What follows belongs to an exercise in optimizing a design on an open flow for small area, a short achievable clock period and few clock cycles; a production flow would make more cautious choices.
Where RTL was checked, it was by simulation tests only, not by an equivalence proof against the original.
Power is estimated from default activity; no workload was simulated.

==> module cpu, before the edit <==
module cpu(clk, reset_n, read_m1, address1, data1, read_m2, write_m2, address2, data2_in, data2_out, num_inst, output_port, is_halted);
	input clk;
	input reset_n;
	output read_m1;
	output [16-1:0] address1;
	output read_m2;
	output write_m2;
	output [16-1:0] address2;
	input [16-1:0] data1;
	input [16-1:0] data2_in;
	output [16-1:0] data2_out;
	output reg [16-1:0] num_inst;
	output reg [16-1:0] output_port;
	output is_halted;
	reg [15:0] pc;                  
	reg        dv;                  
	reg        fwd_a, fwd_b;        
	reg        ld_use;              
	reg [15:0] di;                  
	reg        mv, m_we, m_ld, m_st, m_wwd, m_hlt;
	reg [1:0]  m_dst;
	reg [15:0] m_res;               
	reg [15:0] m_sd;                
	reg [15:0] r0, r1, r2, r3;
	assign read_m1 = 1'b1;
	assign address1 = pc;
	assign read_m2 = m_ld;
	assign write_m2 = m_st;
	assign address2 = m_res;
	assign data2_out = m_sd;
	assign is_halted = m_hlt;
	wire [3:0] op = di[15:12];
	wire [1:0] rs = di[11:10];
	wire [1:0] rt = di[9:8];
	wire [1:0] rd = di[7:6];
	wire [5:0] fn = di[5:0];
	wire [15:0] imm = {{8{di[7]}}, di[7:0]};
	wire op_br   = (op[3:2] == 2'b00);           
	wire op_adi  = (op == 4'd4);
	wire op_ori  = (op == 4'd5);
	wire op_lhi  = (op == 4'd6);
	wire op_lwd  = (op == 4'd7);
	wire op_swd  = (op == 4'd8);
	wire op_jal  = (op == 4'd10);
	wire op_r    = (op == 4'd15);
	wire r_alu   = op_r & ~fn[3];                
	wire r_spec  = op_r &  fn[3];                
	wire r_jpr   = r_spec & ~fn[2] & ~fn[1];
	wire r_jrl   = r_spec & ~fn[2] &  fn[1];
	wire r_wwd   = r_spec &  fn[2] & ~fn[0];
	wire r_hlt   = r_spec &  fn[2] &  fn[0];
	wire jr      = r_jpr | r_jrl;
	wire we      = op_adi | op_ori | op_lhi | op_lwd | r_alu | op_jal | r_jrl;
	wire [1:0] dst = (op_jal | r_jrl) ? 2'd2 : op_r ? rd : rt;
	wire [15:0] rf_a = rs[1] ? (rs[0] ? r3 : r2) : (rs[0] ? r1 : r0);
	wire [15:0] rf_b = rt[1] ? (rt[0] ? r3 : r2) : (rt[0] ? r1 : r0);
	wire [15:0] A = fwd_a ? m_res : rf_a;
	wire [15:0] B = fwd_b ? m_res : rf_b;
	wire stall = dv & ld_use;
	wire d_hlt = dv & r_hlt;
	wire hold  = stall | d_hlt;
	wire issue = dv & ~hold;
	wire is_sub = r_alu & (fn[2:0] == 3'd1);
	wire inv_a  = r_alu & fn[2] & ~fn[1];            
	wire [15:0] yv = r_alu ? B : imm;
	wire [15:0] add_x = op_br ? pc : inv_a ? ~A : A;
	wire [15:0] add_y = (inv_a | r_spec) ? 16'd0 : is_sub ? ~yv : yv;
	wire [15:0] jal_target = {4'h0, di[11:0]};
	wire [15:0] sum = add_x + add_y + {15'd0, is_sub | (inv_a & fn[0])};
	reg [15:0] res;
	always @(*) begin
		if (op_lhi) res = {di[7:0], 8'h00};
		else if (op_jal | r_jrl) res = pc;                             
		else if (op_ori | (r_alu & fn[2:0] == 3'd3)) res = A | yv;
		else if (r_alu & fn[2:0] == 3'd2) res = A & yv;
		else if (r_alu & fn[2:0] == 3'd6) res = {A[14:0], 1'b0};
		else if (r_alu & fn[2:0] == 3'd7) res = {1'b0, A[15:1]};
		else res = sum;
	end
	wire a_zero = (A == 16'd0);
	wire eq = (A == B);
	reg taken;
	always @(*) begin
		case (op[1:0])
			2'd0: taken = ~eq;
			2'd1: taken = eq;
			2'd2: taken = ~A[15] & ~a_zero;
			default: taken = A[15];
		endcase
	end
		wire br_redirect = issue & op_br & taken & (di[7:0] != 8'd0);
	wire jr_redirect = issue & (jr | op_jal);
	wire redirect = br_redirect | jr_redirect;
	wire f_jump = (data1[15:12] == 4'd9);
	wire [15:0] pc_inc = pc + 16'd1;
	wire f_take = f_jump & ~hold & ~redirect;
	wire [15:0] x_next = hold ? pc :
	                     redirect ? (op_jal ? jal_target : sum) : pc_inc;
	wire [15:0] pc_next = f_take ? {4'h0, data1[11:0]} : x_next;
	wire [3:0] f_op = data1[15:12];
	wire [1:0] f_rs = data1[11:10];
	wire [1:0] f_rt = data1[9:8];
	wire f_use_rs = ~(f_op == 4'd6 | f_op == 4'd9 | f_op == 4'd10);
	wire f_use_rt = (f_op[3:1] == 3'd0) | (f_op == 4'd8) | ((f_op == 4'd15) & ~data1[3] & ~data1[2]);
	wire x_wr = issue & we;
	wire f_hit_rs = x_wr & (dst == f_rs);
	wire f_hit_rt = x_wr & (dst == f_rt);
	always @(posedge clk) begin
		if (!reset_n) begin
			pc <= 16'd0;
			dv <= 1'b0;
			fwd_a <= 1'b0;
			fwd_b <= 1'b0;
			ld_use <= 1'b0;
			mv <= 1'b0;
			m_we <= 1'b0;
			m_ld <= 1'b0;
			m_st <= 1'b0;
			m_wwd <= 1'b0;
			m_hlt <= 1'b0;
			num_inst <= 16'd0;
			output_port <= 16'd0;
		end
		else begin
			pc <= pc_next;
			if (!hold)
				dv <= ~redirect;
			if (!hold) begin
				fwd_a <= f_hit_rs & ~op_lwd;
				fwd_b <= f_hit_rt & ~op_lwd;
				ld_use <= op_lwd & ((f_hit_rs & f_use_rs) | (f_hit_rt & f_use_rt));
			end
			else begin
				fwd_a <= 1'b0;
				fwd_b <= 1'b0;
				ld_use <= 1'b0;
			end
			mv <= issue;
			m_we <= issue & we;
			m_ld <= issue & op_lwd;
			m_st <= issue & op_swd;
			m_wwd <= issue & r_wwd;
			m_hlt <= d_hlt;
			if (mv) num_inst <= num_inst + 16'd1;
			if (mv & m_wwd) output_port <= m_res;
		end
	end
	always @(posedge clk) begin
		if (!hold) begin
			di <= data1;
		end
		m_dst <= dst;
		m_res <= res;
		m_sd <= B;
	end
	wire [15:0] wd = reset_n ? (m_ld ? data2_in : m_res) : 16'd0;
	wire wr = m_we | ~reset_n;
	always @(posedge clk) begin
		if (wr && (m_dst == 2'd0 || !reset_n)) r0 <= wd;
		if (wr && (m_dst == 2'd1 || !reset_n)) r1 <= wd;
		if (wr && (m_dst == 2'd2 || !reset_n)) r2 <= wd;
		if (wr && (m_dst == 2'd3 || !reset_n)) r3 <= wd;
	end
endmodule
Settings: LEC_CHECK=0, ABC_AREA=1, CAP_MARGIN=20, CORE_MARGIN=2, CORE_UTILIZATION=40, SLEW_MARGIN=20; clock period 15.0 ns.
standard.sh (not shown) runs the stock make flow with config.mk's settings and CLKGATE_MAP_FILE= SYNTH_SCRIPT=/design/flow/synth_recipe.tcl, a recipe that flattens the netlist after the stock synthesis.
==> flow/flow/run.sh <==
#!/bin/bash
# Standard ORFS layout (the standard.sh) with extra make variables from flow/args, one per
# line: a larger SETUP_SLACK_MARGIN makes the resizer work on the critical paths even though the
# clock constraint is loose, and BUFFER_PORTS_ARGS picks the port buffer cell.
set -euo pipefail
mapfile -t extra < flow/args
bash standard.sh "${extra[@]}" finish > standard_flow.log 2>&1
==> flow/flow/args <==
SETUP_SLACK_MARGIN=11
BUFFER_PORTS_ARGS=-buffer_cell sky130_fd_sc_hd__buf_2
Next try:
--- a/flow/design.v
+++ b/flow/design.v
@@ -19,4 +19,5 @@
 	reg        ld_use;              
 	reg [15:0] di;                  
+	reg [15:0] dpc1;                
 	reg        mv, m_we, m_ld, m_st, m_wwd, m_hlt;
 	reg [1:0]  m_dst;
@@ -63,18 +64,24 @@
 	wire issue = dv & ~hold;
 	wire is_sub = r_alu & (fn[2:0] == 3'd1);
-	wire inv_a  = r_alu & fn[2] & ~fn[1];            
-	wire [15:0] yv = r_alu ? B : imm;
-	wire [15:0] add_x = op_br ? pc : inv_a ? ~A : A;
-	wire [15:0] add_y = (inv_a | r_spec) ? 16'd0 : is_sub ? ~yv : yv;
-	wire [15:0] jal_target = {4'h0, di[11:0]};
-	wire [15:0] sum = add_x + add_y + {15'd0, is_sub | (inv_a & fn[0])};
+	wire is_tcp = r_alu & (fn[2:0] == 3'd5);
+	wire [15:0] add_x = is_tcp ? ~A : A;
+	wire [15:0] add_y = is_tcp ? 16'd0 : r_alu ? (is_sub ? ~B : B) : imm;
+	wire [15:0] sum = add_x + add_y + {15'd0, is_sub | is_tcp};
 	reg [15:0] res;
 	always @(*) begin
-		if (op_lhi) res = {di[7:0], 8'h00};
-		else if (op_jal | r_jrl) res = pc;                             
-		else if (op_ori | (r_alu & fn[2:0] == 3'd3)) res = A | yv;
-		else if (r_alu & fn[2:0] == 3'd2) res = A & yv;
-		else if (r_alu & fn[2:0] == 3'd6) res = {A[14:0], 1'b0};
-		else if (r_alu & fn[2:0] == 3'd7) res = {1'b0, A[15:1]};
+		if (op_r) begin
+			case (fn[2:0])
+				3'd2: res = A & B;
+				3'd3: res = A | B;
+				3'd4: res = ~A;
+				3'd6: res = {A[14:0], 1'b0};
+				3'd7: res = {1'b0, A[15:1]};
+				default: res = sum;
+			endcase
+			if (r_spec) res = fn[1] ? dpc1 : A;       
+		end
+		else if (op_ori) res = A | imm;
+		else if (op_lhi) res = {di[7:0], 8'h00};
+		else if (op_jal) res = dpc1;
 		else res = sum;
 	end
@@ -90,12 +97,14 @@
 		endcase
 	end
-		wire br_redirect = issue & op_br & taken & (di[7:0] != 8'd0);
-	wire jr_redirect = issue & (jr | op_jal);
+	wire [15:0] btarget = dpc1 + imm;
+	wire br_redirect = issue & op_br & taken & (di[7:0] != 8'd0);
+	wire jr_redirect = issue & jr;
 	wire redirect = br_redirect | jr_redirect;
-	wire f_jump = (data1[15:12] == 4'd9);
+	wire f_jump = (data1[15:12] == 4'd9) | (data1[15:12] == 4'd10);
 	wire [15:0] pc_inc = pc + 16'd1;
 	wire f_take = f_jump & ~hold & ~redirect;
 	wire [15:0] x_next = hold ? pc :
-	                     redirect ? (op_jal ? jal_target : sum) : pc_inc;
+	                     br_redirect ? btarget :
+	                     jr_redirect ? A : pc_inc;
 	wire [15:0] pc_next = f_take ? {4'h0, data1[11:0]} : x_next;
 	wire [3:0] f_op = data1[15:12];
@@ -150,4 +159,5 @@
 		if (!hold) begin
 			di <= data1;
+			dpc1 <= pc_inc;
 		end
 		m_dst <= dst;
The changed run completed without violations.
Total power grows by a few percent.
Sequential cell count grows by 16.
Maximum frequency hardly moves.
Clock power rose by a few percent.
Wire length increases by a few percent.
Sequential power goes up by a few percent.
Testbench counts after the change, summed over its fixed seeds: cycles 39,662.
Function not checked in the first run of this note: the RTL went through the layout flow alone.

[what the ideal ports hide]
The flow's constraints put no driver on any port. The routed layouts listed below were extracted and timed again, unchanged, in two steps. Step 1: set_driving_cell puts a clkbuf_16 on clk and a buf_2 on each other input, an assumption about the parent block. Step 2 adds t to the input delays and takes it off the output delays; t is the mean of the earliest and latest rising clock arrival at the registers after step 1. Input paths then give back, and output paths get back, about the clock's delay inside the block. Three values: ideal, step 1, step 2; two values: the first two.
run	shift t [ns]	setup WS [ns]	worst register clock-pin slew, ns
the first run	0.489	11.006 / 10.953 / 10.669	0.08 / 0.08
the second run	0.502	11.008 / 10.961 / 10.647	0.08 / 0.08
After both steps every run listed still meets setup and hold. For the second run, which loses most, drivers alone change the setup slack by -0.047 ns; drivers and shift together by -0.361 ns.
